Background: an optimization exercise with open tools, aiming at small area. Do not read the settings as production practice. Function was checked by simulation only, so behaviour that the tests miss may differ from the original. Power figures rest on the tool's default switching activity, not on a simulated workload.

==> build 6 <==
Design mst_fifo_top, start of the top module:
module mst_fifo_top (
  input  wire RST_N,
  input  wire MLTCN,  
  input  wire STREN,  
  input  wire ERDIS,  
  input  wire R_OOB,
  input  wire W_OOB,  
  input  wire CLK,
  input  wire [31:0] DATA_I,    
  input  wire [3:0]  BE_I,      
  output wire [31:0] DATA_O,    
  output wire [3:0]  BE_O,      
  output wire DT_OE_N,          
  output wire BE_OE_N,          
  input  wire RXF_N,     
  input  wire TXE_N,
  output wire WR_N,     
  output wire RD_N,
  output wire OE_N,
  output wire [3:0] STRER
);
  localparam AW = 5;
  wire [3:0] tp_seq_err;
  wire [3:0] tp_debug_sig;
  wire tp_siwu_n;
  assign STRER = tp_seq_err;
  wire chk_vld;
  wire [31:0] chk_data;
  wire gen_req;
  wire [31:0] gen_dat;
  wire ififord;
  wire ififowr;
  wire [1:0] ififowrid;
  wire [3:0] ififoafull;
  wire [3:0] ififonempt;
  wire [35:0] ififo_wdat;
  wire [35:0] ififo_rdat;
  wire prefena;
  wire prefreq;
  wire prefmod;
  wire[ 1:0]  prefchn;
  wire[ 3:0]  prefnempt;
  wire[35:0]  prefdout; 
  ...
==> flow/config.mk <==
export PLATFORM = sky130hd
export DESIGN_NAME = mst_fifo_top
export DESIGN_NICKNAME = mst_fifo_top
export VERILOG_FILES = /design/flow/design.v
export SDC_FILE = /design/flow/constraint.sdc
export NUM_CORES = 4
export LEC_CHECK = 0
export CAP_MARGIN = 10
export CORE_MARGIN = 2
export CORE_UTILIZATION = 65
export CTS_BUF_LIST = sky130_fd_sc_hd__clkbuf_8
export CTS_CLUSTER_DIAMETER = 45
export CTS_CLUSTER_SIZE = 16
export PLACE_DENSITY = 0.75
export SLEW_MARGIN = 10
==> flow/constraint.sdc <==
create_clock -name core_clock -period 10.0 [get_ports {CLK}]
set_input_delay 2.0000 -clock core_clock [delete_from_list [all_inputs] [get_ports {CLK}]]
set_output_delay 2.0000 -clock core_clock [all_outputs]
set_load 0.01 [all_outputs]
standard.sh (not shown) runs the stock make flow with config.mk's settings and CLKGATE_MAP_FILE= SYNTH_SCRIPT=/design/flow/synth_recipe.tcl, a recipe that flattens the netlist after the stock synthesis.
==> flow/flow/run.sh <==
#!/bin/bash
# Own layout flow: the standard layout (standard.sh) with two changes.
#  1. Synthesis is the standard synthesis script except that the final
#     ABC technology mapping uses flow/area.abc (Yosys's default ABC mapping
#     with more area recovery, under the clock-period delay target) instead
#     of ORFS's speed script.
#     Registers are mapped by the same dfflibmap step before ABC, so their
#     names and cell types are the standard synthesis's.
#  2. Clock tree synthesis does not insert dummy loads.
#  3. Port buffers (every input and output still gets one) are the
#     smallest buffer, buf_1, instead of the resizer's pick.
# Each step's full output is in orfs/logs/ (ORFS writes one log per step);
# make's own output is in flow_make.log.
set -euo pipefail
W=$(pwd)
mkdir -p "$W/myflow"
# synthesis script: synth_recipe.tcl sourcing a copy of ORFS's synth.tcl
sed "s#^  log_cmd abc {\\*}\$abc_args#  log_cmd abc -script $W/flow/area.abc {*}[lrange \$abc_args 2 end]#" \
  "$FLOW_HOME/scripts/synth.tcl" > "$W/myflow/synth.tcl"
grep -q "log_cmd abc -script $W/flow/area.abc" "$W/myflow/synth.tcl"
sed "s#source \$::env(SCRIPTS_DIR)/synth.tcl#source $W/myflow/synth.tcl#" \
  "$W/synth_recipe.tcl" > "$W/myflow/synth_recipe.tcl"
grep -q "source $W/myflow/synth.tcl" "$W/myflow/synth_recipe.tcl"
#
CTS="-sink_clustering_enable -repair_clock_nets -dont_use_dummy_load"
CTS="$CTS -sink_clustering_size 16 -sink_clustering_max_diameter 45"
CTS="$CTS -buf_list sky130_fd_sc_hd__clkbuf_8"
bash "$W/standard.sh" "SYNTH_SCRIPT=$W/myflow/synth_recipe.tcl" "CTS_ARGS=$CTS" \
  "BUFFER_PORTS_ARGS=-buffer_cell sky130_fd_sc_hd__buf_1" finish \
  > "$W/flow_make.log" 2>&1
test -s "$W/out/final.def"
==> flow/flow/area.abc <==
strash
&get -n
&fraig -x
&put
scorr
dc2
dretime
strash
&get -n
&dch -f
&nf -R 1000
&put
==> build 83: changes against build 6 <==
--- a/flow/design.v
+++ b/flow/design.v
@@ -123,23 +123,24 @@
       fifoafull[3] <= 1'b0;
       end
   end
 endmodule
 module mst_data_gen (
   input  wire        rst_n,
   input  wire        clk,
   input  wire        clr,      
+  input  wire        en,       
   input  wire [1:0]  ch,       
   input  wire        req,      
   input  wire [31:0] q,        
   output wire [31:0] dat       
 );
   reg [3:0]  rst_v;            
-  assign dat = q | {32{rst_v[ch]}};
+  assign dat = q | {32{en & rst_v[ch]}};    
   always @ (posedge clk or negedge rst_n)
     if (!rst_n)
       rst_v <= 4'hf;
     else if (clr)
       rst_v <= 4'hf;
     else if (req)
       rst_v[ch] <= 1'b0;
 endmodule
@@ -185,50 +186,64 @@
 module mst_pre_fet
     (
      input  wire        clk,
      input  wire        rst_n,
      input  wire        prefena,    
      input  wire        prefreq,    
      input  wire        prefmod,    
      input  wire [1:0]  prefchn,    
+     input  wire        prefmask,   
      output wire [3:0]  prefnempt,  
      output wire [35:0] prefdout,   
      output wire        ififord,    
      input  wire [3:0]  ifnempt,    
      input  wire [35:0] ififodat,   
      output wire        genreq,     
      input  wire [31:0] gendat      
      );
 reg  [35:0] pdat [0:15];
-reg  [15:0] pwf;
+wire [3:0]  pwrap;        
 reg  [11:0] plen;         
 reg  [7:0]  pwc;          
 reg         prefwr;
 wire [2:0] len  = plen[prefchn*3 +: 3];
 wire [1:0] wc   = pwc[prefchn*2 +: 2];
 wire       full = len[2];
 assign prefnempt[0] = |plen[2:0];
 assign prefnempt[1] = |plen[5:3];
 assign prefnempt[2] = |plen[8:6];
 assign prefnempt[3] = |plen[11:9];
 wire write = prefwr & !full;
 wire read  = prefreq & prefnempt[prefchn];
 wire [3:0]  wa = {prefchn, wc};
 wire [3:0]  ra = {prefchn, wc - len[1:0]};
-wire [35:0] prefdin = prefmod ? {4'hf, gendat} : ififodat;
+wire [35:0] prefdin = {ififodat[35:32] | {4{prefmod}}, gendat};
 always @(posedge clk)
   if (write)
     pdat[wa] <= prefdin;
-always @(posedge clk or negedge rst_n)
-  if (!rst_n)
-    pwf <= 16'h0;
-  else if (write)
-    pwf[wa] <= 1'b1;
-wire [15:0] rsel = (16'h1 << ra) & pwf;
+wire [15:0] pwf;
+genvar gw, gk;
+generate
+  for (gw = 0; gw < 4; gw = gw + 1)
+  begin : g_pwf
+    reg wrapped;
+    always @(posedge clk or negedge rst_n)
+      if (!rst_n)
+        wrapped <= 1'b0;
+      else if (write & (wc == 2'd3) & (prefchn == gw))
+        wrapped <= 1'b1;
+    assign pwrap[gw] = wrapped;
+    for (gk = 0; gk < 4; gk = gk + 1)
+    begin : g_k
+      assign pwf[gw*4 + gk] = pwrap[gw] | (pwc[gw*2 +: 2] > gk);
+    end
+  end
+endgenerate
+wire [15:0] rsel = (16'h1 << ra) & pwf & {16{!prefmask}};
 reg  [35:0] pout;
 integer i;
 always @(*)
 begin
   pout = 36'h0;
   for (i = 0; i < 16; i = i + 1)
     pout = pout | (pdat[i] & {36{rsel[i]}});
 end
@@ -295,17 +310,18 @@
   output  ififowr,
   output  [ 1:0] ififowrid,
   output  [35:0] ififo_wdat,
   output wire prefena,
   output wire prefreq,
   output wire prefmod,
   output wire [1:0] prefchn,
   input [ 3:0]  prefnempt, 
-  input [35:0]  prefdout
+  input [35:0]  prefdout,     
+  output        prefmask      
 );
   localparam IDLE	= 2'b00;
   localparam MDLE	= 2'b01;
   localparam MTRD	= 2'b10;
   localparam MTWR	= 2'b11;
   reg [1:0] nxt_state, cur_stap1, cur_stap2, cur_stap3, cur_stap4;
   wire [1:0] cur_state;  
   assign tp_debug_sig[3:0] 	= 4'b1010; 
@@ -437,37 +453,46 @@
     else
       ichannel <= ichannel_nx;
   end
 reg  [31:0] rdata;
 reg  [3:0] rbe; 
 reg  rvalid;
 wire [31:0] wdata;
 wire [3:0] wbe; 
+  assign prefmask = remv[ichannel];
+  reg [35:0] wsel;
+  integer k;
+  always @(*)
+  begin
+    wsel = {wbe, wdata};
+    for (k = 0; k < 4; k = k + 1)
+      wsel = wsel | (remd[k] & {36{remv[k] & (ichannel == k)}});
+  end
   always @ (posedge clk)
   begin
     if ((cur_state == MTWR) || (cur_stap1 == MTWR)) 
       if (!mltcn) 
       begin
-        odata <= r_oobe ? 32'h0000_0036 : (remv[ichannel] ? remd[ichannel][31:0]  : wdata[31:0]);
-        obe   <= r_oobe ? 4'h1          : (remv[ichannel] ? remd[ichannel][35:32] : wbe);
+        odata <= r_oobe ? 32'h0000_0036 : wsel[31:0];
+        obe   <= r_oobe ? 4'h1          : wsel[35:32];
       end 
       else 
       begin 
         if ((cur_stap1 != MTWR) | (cur_stap2 != MTWR))
         begin 
           odata[31:16] <= 16'hffff; 
           odata[15:8]  <= odata[15:8];
           odata[7:0]   <= {6'b000000,ichannel} + 1'b1; 
           obe          <= 4'h1;
         end 
         else 
         begin
-          odata <= remv[ichannel] ? remd[ichannel][31:0]  : wdata[31:0];
-          obe   <= remv[ichannel] ? remd[ichannel][35:32] : wbe;
+          odata <= wsel[31:0];
+          obe   <= wsel[35:32];
         end 
       end 
     else if ((cur_state == MTRD) & mltcn)
       begin 
         odata[31:16] <= 16'hffff; 
         odata[15:8]  <= odata[15:8];
         odata[7:0]   <= {6'b000000,ichannel} + 1'b1; 
         obe	     <= 4'h0;
@@ -678,17 +703,18 @@
   wire [3:0] ififonempt;
   wire [35:0] ififo_wdat;
   wire [35:0] ififo_rdat;
   wire prefena;
   wire prefreq;
   wire prefmod;
   wire[ 1:0]  prefchn;
   wire[ 3:0]  prefnempt;
-  wire[35:0]  prefdout; 
+  wire[35:0]  prefdout;
+  wire        prefmask;
   mst_fifo_fsm i1_fsm (
     .rst_n	(RST_N),
     .clk		(CLK),
     .txe_n	(TXE_N),
     .rxf_n	(RXF_N),
     .idata	(DATA_I),
     .ibe		(BE_I),
     .mltcn	(MLTCN),
@@ -715,25 +741,27 @@
     .ififowr	(ififowr),
     .ififowrid	(ififowrid),
     .ififo_wdat	(ififo_wdat),
     .prefena   (prefena),
     .prefreq   (prefreq),
     .prefmod   (prefmod),
     .prefchn   (prefchn),
     .prefnempt (prefnempt),
-    .prefdout  (prefdout)
+    .prefdout  (prefdout),
+    .prefmask  (prefmask)
   );
    mst_pre_fet i2_pref (
     .clk      (CLK),
     .rst_n    (RST_N),
     .prefena  (prefena),    
     .prefreq  (prefreq),    
     .prefmod  (prefmod),
-    .prefchn  (prefchn),       
+    .prefchn  (prefchn),
+    .prefmask (prefmask),
     .prefnempt(prefnempt),     
     .prefdout (prefdout),     
     .ififord  (ififord),
     .ifnempt  (ififonempt),    
     .ififodat (ififo_rdat),  
     .genreq   (gen_req),
     .gendat   (gen_dat)
      );
@@ -754,16 +782,17 @@
     .exp	(chk_exp),
     .adv	(chk_adv),
     .seq_err	(tp_seq_err)
   );
   mst_data_gen i4_gen(
     .rst_n	(RST_N),
     .clk	(CLK),
     .clr	(R_OOB),
+    .en	(STREN),
     .ch	(prefchn),
     .req	(gen_req),
     .q	(mem_q32),
     .dat	(gen_dat)
   );
   wire [31:0] seq_nxt = (chk_vld ? chk_exp : gen_dat) + 1'b1;
   wire        seq_we  = chk_adv | gen_req;
   wire mem_w;
--- a/flow/flow/run.sh
+++ b/flow/flow/run.sh
@@ -18,14 +18,14 @@
 sed "s#^  log_cmd abc {\\*}\$abc_args#  log_cmd abc -script $W/flow/area.abc {*}[lrange \$abc_args 2 end]#" \
   "$FLOW_HOME/scripts/synth.tcl" > "$W/myflow/synth.tcl"
 grep -q "log_cmd abc -script $W/flow/area.abc" "$W/myflow/synth.tcl"
 sed "s#source \$::env(SCRIPTS_DIR)/synth.tcl#source $W/myflow/synth.tcl#" \
   "$W/synth_recipe.tcl" > "$W/myflow/synth_recipe.tcl"
 grep -q "source $W/myflow/synth.tcl" "$W/myflow/synth_recipe.tcl"
 #
 CTS="-sink_clustering_enable -repair_clock_nets -dont_use_dummy_load"
-CTS="$CTS -sink_clustering_size 16 -sink_clustering_max_diameter 45"
+CTS="$CTS -sink_clustering_size 18 -sink_clustering_max_diameter 45"
 CTS="$CTS -buf_list sky130_fd_sc_hd__clkbuf_8"
 bash "$W/standard.sh" "SYNTH_SCRIPT=$W/myflow/synth_recipe.tcl" "CTS_ARGS=$CTS" \
   "BUFFER_PORTS_ARGS=-buffer_cell sky130_fd_sc_hd__buf_1" finish \
   > "$W/flow_make.log" 2>&1
 test -s "$W/out/final.def"
CAP_MARGIN = 5   (was 10)
CTS_CLUSTER_SIZE = 18   (was 16)
SLEW_MARGIN = 5   (was 10)
==> key figures <==
Die
  • Die outline width: 345 µm
  • Starting utilization of the core area: 65.3%

Yosys
  • Sequential share of the synthesized area: 81.7%
  • Leading cell types by total area after synthesis: sky130_fd_sc_hd__edfxtp_1 76%, sky130_fd_sc_hd__a222oi_1 5.8%, sky130_fd_sc_hd__dfrtp_1 3.1%, sky130_fd_sc_hd__dfxtp_1 1.8%, sky130_fd_sc_hd__a22oi_1 1.5%
  • Post-synth top area share: 75.8%
  • Post-synth cell types: 55

Run status
  • Outcome: timing/DRC/antenna clean

Route
  • Length of routed met2 wiring: 105000 µm

Placed design
  • Placed wire-length estimate: 126000 µm
That was build 83.
==> key figures <==
Run status
  • Outcome: timing/DRC/antenna clean

Clock network
  • Number of buffers inserted to repair setup after CTS: 0

Yosys
  • Post-synth top area share: 75.0%
  • Leading cell types by total area after synthesis: sky130_fd_sc_hd__edfxtp_1 75%, sky130_fd_sc_hd__a222oi_1 5.3%, sky130_fd_sc_hd__dfrtp_1 3.5%, sky130_fd_sc_hd__dfxtp_1 1.8%, sky130_fd_sc_hd__a22oi_1 1.6%
  • Sequential share of the synthesized area: 81.2%

STA
  • Unrepaired setup endpoints after global routing: false

Power and ir drop
  • Leak Pwr: 0.0260 µW
  • Sequential group power: 12500 µW

Die
  • Starting utilization of the core area: 65.6%
  • Die outline width: 347 µm

Route
  • Met1 layer wirelength in the final routing: 73700 µm

Final layout
  • Largest register FFs: 1152
  • Layout Cell Area excl Fill: 82700 µm²
  • Multi-input combinational area share: 17.8%

Placed design
  • Placed wire-length estimate: 129000 µm

Global route
  • Via count of the first global-routing pass: 44731
That was build 6.

==> afterwards: timing with drivers on the ports <==
The flow's constraints put no driver on any port. The routed layouts listed below were extracted and timed again, unchanged, in two steps.
Step 1 assumes that a clkbuf_16 drives the clock port and a buf_2 every other input.
Step 2 also shifts input and output timing later by t, the mid clock arrival at the registers, as if the neighbouring blocks saw the same clock.
Slacks: ideal / step 1 / step 2; pairs: ideal / step 1.
run | t (ns) | setup WS [ns] | worst register clock-pin slew, ns
build 6 | 0.976 | 1.692 / 1.692 / 0.862 | 0.10 / 0.10
build 83 | 0.946 | 1.794 / 1.811 / 0.881 | 0.11 / 0.11
After both steps every run listed still meets setup and hold. The setup slack of build 83, which loses most, moves by +0.017 ns with the drivers and by -0.913 ns with both steps.
